From an optimization exercise on the open Yosys and OpenROAD flow, aimed at a short achievable clock period and few clock cycles; shortcuts taken in it are not production practice. At most, simulation tests tie the RTL to the original design; equivalence was not proved. No activity file was given, so power comes from the tool's default toggle rates.

==> module cpu, before the edit <==
module cpu (
  input  wire        clk,
  input  wire        rst,
  input  wire [15:0] rom_data,
  output reg  [11:0] contador,
  output wire        ram_we,
  output wire [7:0]  ram_waddr,
  output wire [7:0]  ram_wdata,
  output wire [5:0]  ram_rline,
  input  wire [31:0] ram_rdata,
  output reg         equal,
  output reg         halted,
  output reg         st_valid,
  output reg  [7:0]  st_addr,
  output reg  [7:0]  st_data
);
  localparam OP_LOAD  = 4'b0011;
  localparam OP_STORE = 4'b0100;
  localparam OP_ADD   = 4'b1001;
  localparam OP_SUB   = 4'b1010;
  localparam OP_OR    = 4'b0001;
  localparam OP_AND   = 4'b0010;
  localparam OP_EQUAL = 4'b0101;
  reg  [7:0] regA, regB;
  reg        x_lA, x_lB, x_store, x_add, x_sub, x_or, x_and, x_keep;
  reg        x_r;
  reg  [7:0] x_ad;
  reg [31:0] x_line;
  reg  [4:0] x_src;       
  reg  [4:0] x_lAs;       
  reg  [4:0] x_lBs;       
  reg  [7:0] x_fdata;
  wire [3:0] f_op  = rom_data[15:12];
  wire       f_r   = rom_data[11];
  wire [7:0] f_ad  = rom_data[7:0];
  wire       f_ok  = ~halted;
  wire       f_load  = (f_op == OP_LOAD);
  wire       f_store = (f_op == OP_STORE);
  wire       f_add   = (f_op == OP_ADD);
  wire       f_sub   = (f_op == OP_SUB);
  wire       f_or    = (f_op == OP_OR);
  wire       f_and   = (f_op == OP_AND);
  wire       f_equal = (f_op == OP_EQUAL);
  wire [7:0] wdata = x_r ? regB : regA;
  wire       f_fwd = x_store && (x_ad == f_ad);
  wire [4:0] f_src = f_fwd ? 5'b10000 : {1'b0, 4'b0001 << f_ad[1:0]};
  wire [7:0] w0 = x_line[7:0];
  wire [7:0] w1 = x_line[15:8];
  wire [7:0] w2 = x_line[23:16];
  wire [7:0] w3 = x_line[31:24];
  wire [7:0] ld = ({8{x_src[0]}} & w0) | ({8{x_src[1]}} & w1) |
                  ({8{x_src[2]}} & w2) | ({8{x_src[3]}} & w3) |
                  ({8{x_src[4]}} & x_fdata);
  wire [4:0] eqA = {x_fdata == regA, w3 == regA, w2 == regA, w1 == regA, w0 == regA};
  wire [4:0] eqB = {x_fdata == regB, w3 == regB, w2 == regB, w1 == regB, w0 == regB};
  wire next_eq = (|(x_lAs & eqB)) |
                 (|(x_lBs & eqA)) |
                 ((x_add | x_sub) & (regB == 8'd0)) |
                 (x_or    & ((regB & ~regA) == 8'd0)) |
                 (x_and   & ((regA & ~regB) == 8'd0)) |
                 (x_keep  & (regA == regB));
  wire f_eq_ok  = f_ok & f_equal;
  wire halt_now = f_eq_ok & next_eq;
  wire [11:0] c_run = halted ? contador : contador + 12'd1;
  wire [7:0] sum, diff;
  add8 u_add (.a(regA), .b(regB),  .cin(1'b0), .s(sum));
  add8 u_sub (.a(regA), .b(~regB), .cin(1'b1), .s(diff));
  wire       x_holdB = ~(x_lB | x_add | x_sub | x_or | x_and);
  assign ram_we    = x_store;
  assign ram_waddr = x_ad;
  assign ram_wdata = wdata;
  assign ram_rline = f_ad[7:2];
  always @(posedge clk) begin
    if (rst) begin
      contador <= 12'd0;
      halted   <= 1'b0;
      equal    <= 1'b0;
      x_lA     <= 1'b0;
      x_lAs    <= 5'd0;
      x_lBs    <= 5'd0;
      x_lB     <= 1'b0;
      x_store  <= 1'b0;
      x_add    <= 1'b0;
      x_sub    <= 1'b0;
      x_or     <= 1'b0;
      x_and    <= 1'b0;
      x_keep   <= 1'b1;
      st_valid <= 1'b0;
      regA     <= 8'd0;
      regB     <= 8'd0;
    end else begin
      if (!halt_now)
        contador <= c_run;
      if (f_eq_ok)
        equal <= next_eq;
      if (halt_now)
        halted <= 1'b1;
      x_lA    <= f_ok & f_load & ~f_r;
      x_lAs   <= {5{f_ok & f_load & ~f_r}} & f_src;
      x_lBs   <= {5{f_ok & f_load &  f_r}} & f_src;
      x_lB    <= f_ok & f_load &  f_r;
      x_store <= f_ok & f_store;
      x_add   <= f_ok & f_add;
      x_sub   <= f_ok & f_sub;
      x_or    <= f_ok & f_or;
      x_and   <= f_ok & f_and;
      x_keep  <= ~(f_ok & (f_load | f_add | f_sub | f_or | f_and));
      st_valid <= x_store;
      if (x_lA) regA <= ld;
      regB <= ({8{x_lB}}  & ld)   |
              ({8{x_add}} & sum)  |
              ({8{x_sub}} & diff) |
              ({8{x_or}}  & (regA | regB)) |
              ({8{x_and}} & (regA & regB)) |
              ({8{x_holdB}} & regB);
    end
  end
  always @(posedge clk) begin
    x_r     <= f_r;
    x_ad    <= f_ad;
    x_line  <= ram_rdata;
    x_src   <= f_src;
    x_fdata <= wdata;
    st_addr <= x_ad;
    st_data <= wdata;
  end
endmodule
export LEC_CHECK = 0
export ABC_CLOCK_PERIOD_IN_PS = 1200
export CAP_MARGIN = 20
export CORE_MARGIN = 2
export CORE_UTILIZATION = 40
export PLACE_DENSITY = 0.6
export SETUP_SLACK_MARGIN = 3.0
export SLEW_MARGIN = 20
create_clock -name core_clock -period 5.0 [get_ports {clk}]
run.sh (not shown) runs the stock make flow with config.mk's settings and CLKGATE_MAP_FILE= SYNTH_SCRIPT=/design/flow/synth_recipe.tcl, a recipe that flattens the netlist after the stock synthesis.
Testbench counts at the start, summed over its fixed seeds: cycles 13,928.
Rerun with:
--- a/flow/design.v
+++ b/flow/design.v
@@ -31,4 +31,7 @@
   reg  [4:0] x_lBs;       
   reg  [7:0] x_fdata;
+  reg        w_valid;
+  reg  [7:0] w_addr;
+  reg  [7:0] w_data;
   wire [3:0] f_op  = rom_data[15:12];
   wire       f_r   = rom_data[11];
@@ -43,6 +46,8 @@
   wire       f_equal = (f_op == OP_EQUAL);
   wire [7:0] wdata = x_r ? regB : regA;
-  wire       f_fwd = x_store && (x_ad == f_ad);
-  wire [4:0] f_src = f_fwd ? 5'b10000 : {1'b0, 4'b0001 << f_ad[1:0]};
+  wire       f_fwd1 = x_store && (x_ad == f_ad);
+  wire       f_fwd2 = w_valid && (w_addr == f_ad);
+  wire       f_fwd  = f_fwd1 | f_fwd2;
+  wire [4:0] f_src  = f_fwd ? 5'b10000 : {1'b0, 4'b0001 << f_ad[1:0]};
   wire [7:0] w0 = x_line[7:0];
   wire [7:0] w1 = x_line[15:8];
@@ -67,7 +72,7 @@
   add8 u_sub (.a(regA), .b(~regB), .cin(1'b1), .s(diff));
   wire       x_holdB = ~(x_lB | x_add | x_sub | x_or | x_and);
-  assign ram_we    = x_store;
-  assign ram_waddr = x_ad;
-  assign ram_wdata = wdata;
+  assign ram_we    = w_valid;
+  assign ram_waddr = w_addr;
+  assign ram_wdata = w_data;
   assign ram_rline = f_ad[7:2];
   always @(posedge clk) begin
@@ -121,5 +126,10 @@
     x_line  <= ram_rdata;
     x_src   <= f_src;
-    x_fdata <= wdata;
+    x_fdata <= f_fwd1 ? wdata : w_data;
+    w_valid <= x_store;
+    if (x_store) begin
+      w_addr <= x_ad;
+      w_data <= wdata;
+    end
     st_addr <= x_ad;
     st_data <= wdata;
Flip-flop and latch count grows by 25; utilization is higher by 8.6 points; power rises by 4.7%; worst setup slack is worse by 0.16 ns; global-route usage goes up by 5.2 points; routed wire length went up by 33%; maximum frequency is lower by about 6%; combinational power is higher by about 14%; synthesized cell count is higher by 23%; final area went up by about 21%; clock-buffer cell count went up by 4; clock skew rose by 0.022 ns.
No functional check of the RTL was part of the second run of this note.

afterwards: timing with drivers on the ports:
How much do the figures lean on ideal ports? The routed layouts below were timed once more, with nothing changed but the port constraints.
Step 1: set_driving_cell puts a clkbuf_16 on clk and a buf_2 on each other input, an assumption about the parent block.
Step 2 moves the port delays by t, midway between the first and last clock arrival at a register: inputs arrive t later, outputs are due t later. That takes back most of the time a late clock gives input paths.
Three values: ideal ports, drivers, drivers and shift; two values: the first two.
| run | shift t [ns] | setup WS [ns] | hold WS [ns] | worst slew at a driven data input, ns |
|---|---|---|---|---|
| the first run | 0.938 | 2.582 / 2.551 / 1.742 | 0.324 / 0.330 / 0.485 | 0.26 |
| the second run | 1.004 | 2.422 / 2.422 / 1.504 | 0.291 / 0.343 / 0.343 | 0.23 |
After both steps setup and hold are still met in every run listed. For the second run, which loses most, drivers alone change the setup slack by 0.000 ns; drivers and shift together by -0.918 ns.
